This is an optimization exercise on Yosys and OpenROAD, whose aim is small area, not a production implementation. In this exercise RTL edits were held to simulation tests only and were not proved equivalent to the original. Power figures rest on the tool's default switching activity, not on a simulated workload.

// manyakproject
module manyakproject(clock_50, rst, clock_25, start, high_button, low_button, red_out, blue_out, green_out, hsync, vsync, nsync);
Size in the first run: ~3,400 cells after synthesis, ~33 I/O pins, ~22,000 µm² of cells after synthesis.
==> flow/config.mk <==
export PLATFORM = sky130hd
export DESIGN_NAME = manyakproject
export DESIGN_NICKNAME = manyakproject
export VERILOG_FILES = /design/flow/design.v
export SDC_FILE = /design/flow/constraint.sdc
export NUM_CORES = 8
export LEC_CHECK = 0
export ABC_AREA = 1
export CAP_MARGIN = 10
export CORE_MARGIN = 2
export CORE_UTILIZATION = 55
export GPL_TIMING_DRIVEN = 0
export SLEW_MARGIN = 10
export SYNTH_MEMORY_MAX_BITS = 131072
==> flow/constraint.sdc <==
create_clock -name core_clock -period 25.0 [get_ports {clock_50}]
set_input_delay 5.0000 -clock core_clock [delete_from_list [all_inputs] [get_ports {clock_50}]]
set_output_delay 5.0000 -clock core_clock [all_outputs]
set_load 0.01 [all_outputs]
standard.sh (not shown) runs the stock make flow with config.mk's settings and CLKGATE_MAP_FILE= SYNTH_SCRIPT=/design/flow/synth_recipe.tcl, a recipe that flattens the netlist after the stock synthesis.
==> flow/flow/run.sh <==
#!/bin/bash
# Own layout flow: the standard synthesis, then the combinational logic is
# re-mapped with ABC's area mapper (registers untouched), then the standard
# layout from floorplan to finish on that netlist, with a smaller clock tree.
set -euo pipefail
W=$(pwd)
R=orfs/results/$FLOW_PLATFORM/manyakproject/base
LIB=$FLOW_HOME/platforms/$FLOW_PLATFORM/lib/sky130_fd_sc_hd__tt_025C_1v80.lib
YOSYS=$(command -v yosys || true)
[[ -n "$YOSYS" ]] || YOSYS=$FLOW_HOME/../tools/install/yosys/bin/yosys

# 1. standard synthesis
bash standard.sh synth > log_1_standard_synth.txt 2>&1
cp $R/1_2_yosys.v std_1_2_yosys.v

# 2. re-map the logic between the registers: four ABC runs (deepsyn seeds 0..3)
#    in parallel, keeping the smallest result
for s in 0 1 2 3; do
  sed -e "s|&deepsyn -T 120|\&deepsyn -T 120 -S $s|" flow/remap.abc > remap_$s.abc
  sed -e "s|@LIB@|$LIB|g" -e "s|@IN@|$W/std_1_2_yosys.v|" -e "s|@OUT@|$W/remap_$s.v|" \
      -e "s|@ABC@|$W/remap_$s.abc|" -e "s|@TOP@|$FLOW_TOP|" -e "s|remap_stat.txt|remap_stat_$s.txt|" \
      flow/remap.ys.in > remap_$s.ys
  ("$YOSYS" -l log_2_remap_$s.txt -q remap_$s.ys > /dev/null) &
done
wait
best=$(for s in 0 1 2 3; do a=$(grep -o 'Chip area.*: [0-9.]*' remap_stat_$s.txt 2>/dev/null | grep -o '[0-9.]*$' || true); echo "${a:-1e12} $s"; done | sort -g | head -1 | cut -d' ' -f2)
echo "remap seed $best" > remap_choice.txt
cp remap_$best.v $R/1_2_yosys.v

# 3. standard layout on the new netlist (1_synth.odb is rebuilt from it)
rm -f $R/1_synth.odb $R/1_synth.sdc
# port buffers: buf_1; clock tree: clkbuf_8 buffers for clusters of up to 14
# registers, no dummy loads
bash standard.sh finish "BUFFER_PORTS_ARGS=-buffer_cell sky130_fd_sc_hd__buf_1" "CTS_ARGS=-sink_clustering_enable -repair_clock_nets -dont_use_dummy_load -buf_list sky130_fd_sc_hd__clkbuf_8 -sink_clustering_size 14 -sink_clustering_max_diameter 60" > log_3_standard_layout.txt 2>&1
Other scripts of this flow, unchanged in this note and not shown: flow/flow/remap.abc, flow/flow/remap.ys.in
The baseline passed the timing, design-rule and antenna checks.
==> next run, changes <==
- CAP_MARGIN: 10 -> 20
- CORE_UTILIZATION: 55 -> 65
- SLEW_MARGIN: 10 -> 20
=>
- The changed run passed the timing, design-rule and antenna checks
- final area goes down by 0.45%
- synthesized area does not change
- non-clock buffer count goes down by 1
- hold slack stays flat
- count of clock-buffer cells in the layout does not change
- core utilization goes up by 9.8 points
- sequential cell count is unchanged
- worst setup slack is better by 0.80 ns
- synthesized cell count is unchanged
- fmax goes up by 3.8%

========
run 1:
manyakproject, a different RTL version from the one above (not shown whole).
Size: ~3500 cells after synthesis, roughly 23000 um^2 of cells after synthesis.
export LEC_CHECK = 0
export ABC_AREA = 1
export CAP_MARGIN = 20
export CORE_MARGIN = 2
export CORE_UTILIZATION = 40
export GPL_TIMING_DRIVEN = 0
export SLEW_MARGIN = 20
export SYNTH_MEMORY_MAX_BITS = 131072
create_clock -name core_clock -period 25.0 [get_ports {clock_50}]
==> flow/flow/run.sh <==
#!/bin/bash
# Own layout flow: the standard synthesis, then the combinational logic is
# re-mapped with ABC's area mapper (registers untouched), then the standard
# layout from floorplan to finish on that netlist, with a smaller clock tree.
set -euo pipefail
W=$(pwd)
R=orfs/results/$FLOW_PLATFORM/manyakproject/base
LIB=$FLOW_HOME/platforms/$FLOW_PLATFORM/lib/sky130_fd_sc_hd__tt_025C_1v80.lib
YOSYS=$(command -v yosys || true)
[[ -n "$YOSYS" ]] || YOSYS=$FLOW_HOME/../tools/install/yosys/bin/yosys

# 1. standard synthesis
bash standard.sh synth > log_1_standard_synth.txt 2>&1
cp $R/1_2_yosys.v std_1_2_yosys.v

# 2. re-map the logic between the registers
sed -e "s|@LIB@|$LIB|g" -e "s|@IN@|$W/std_1_2_yosys.v|" -e "s|@OUT@|$W/$R/1_2_yosys.v|" \
    -e "s|@ABC@|$W/flow/remap.abc|" -e "s|@TOP@|$FLOW_TOP|" flow/remap.ys.in > remap.ys
"$YOSYS" -l log_2_remap.txt -q remap.ys > /dev/null

# 3. standard layout on the new netlist (1_synth.odb is rebuilt from it)
rm -f $R/1_synth.odb $R/1_synth.sdc
# port buffers: buf_1; clock tree: clkbuf_8 buffers for clusters of up to 12
# registers, no dummy loads
bash standard.sh finish "BUFFER_PORTS_ARGS=-buffer_cell sky130_fd_sc_hd__buf_1" "CTS_ARGS=-sink_clustering_enable -repair_clock_nets -dont_use_dummy_load -buf_list sky130_fd_sc_hd__clkbuf_8 -sink_clustering_size 12 -sink_clustering_max_diameter 60" > log_3_standard_layout.txt 2>&1
==> flow/flow/remap.abc <==
strash
&get -n
&deepsyn -T 120
&put
dch -f
amap -m
topo
==> flow/flow/remap.ys.in <==
# Re-maps the combinational cells of the standard synthesis netlist with ABC's
# area mapper. Every register instance keeps its name and cell: the register
# cells are black boxes here, the other cells are read as their functions.
read_liberty -ignore_miss_func @LIB@
blackbox sky130_fd_sc_hd__*df* sky130_fd_sc_hd__*dl*
read_verilog @IN@
hierarchy -top @TOP@
flatten
opt_clean
abc -liberty @LIB@ -script @ABC@ -dont_use sky130_fd_sc_hd__probe_p_8 -dont_use sky130_fd_sc_hd__probec_p_8 -dont_use sky130_fd_sc_hd__lpflow_*
opt_clean -purge
hilomap -singleton -hicell sky130_fd_sc_hd__conb_1 HI -locell sky130_fd_sc_hd__conb_1 LO
insbuf -buf sky130_fd_sc_hd__buf_1 A X
tee -o remap_stat.txt stat -liberty @LIB@
write_verilog -noattr -noexpr -nohex -nodec @OUT@
Modified inputs, run 2 compared to run 1
- swapping 40 for 55 in CORE_UTILIZATION
Results
Number of global-route vias before repair of run 2 exceeds that of run 1 by a little under 10%.
Relative to run 1, fraction of power spent switching nets has increased by 0.85 points in run 2.
Run 1 has a higher share of the cycle needed by the critical path after routing than run 2.
Total via count after detailed routing on run 2 is up relative to run 1.

## separate check: timing with driven ports
No port has a modelled driver above. Below, the same layouts with a new extraction and two added sets of constraints. Step 1 sets driving cells, clkbuf_16 on the clock port and buf_2 on the other inputs (assumed; they add their load-dependent delay and slew). Step 2 adds t to the input delays and takes it off the output delays; t is the mean of the earliest and latest rising clock arrival at the registers after step 1. Input paths then give back, and output paths get back, about the clock's delay inside the block. Three values: no drivers, after step 1, after step 2; two values: the first two.
run | t (ns) | slack for setup (ns) | hold slack, ns | worst slew at a driven data input, ns
the first run of note 1 | 0.649 | 3.240 / 3.240 / 3.240 | 0.442 / 0.442 / 0.442 | 0.03
the second run of note 1 | 0.670 | 4.040 / 4.040 / 4.040 | 0.445 / 0.445 / 0.445 | 0.07
run 1 | 0.627 | 5.343 / 5.343 / 5.343 | 0.442 / 0.442 / 0.442 | 0.03
run 2 | 0.696 | 5.775 / 5.775 / 5.775 | 0.447 / 0.447 / 0.447 | 0.03
After both steps every run listed still meets setup and hold.
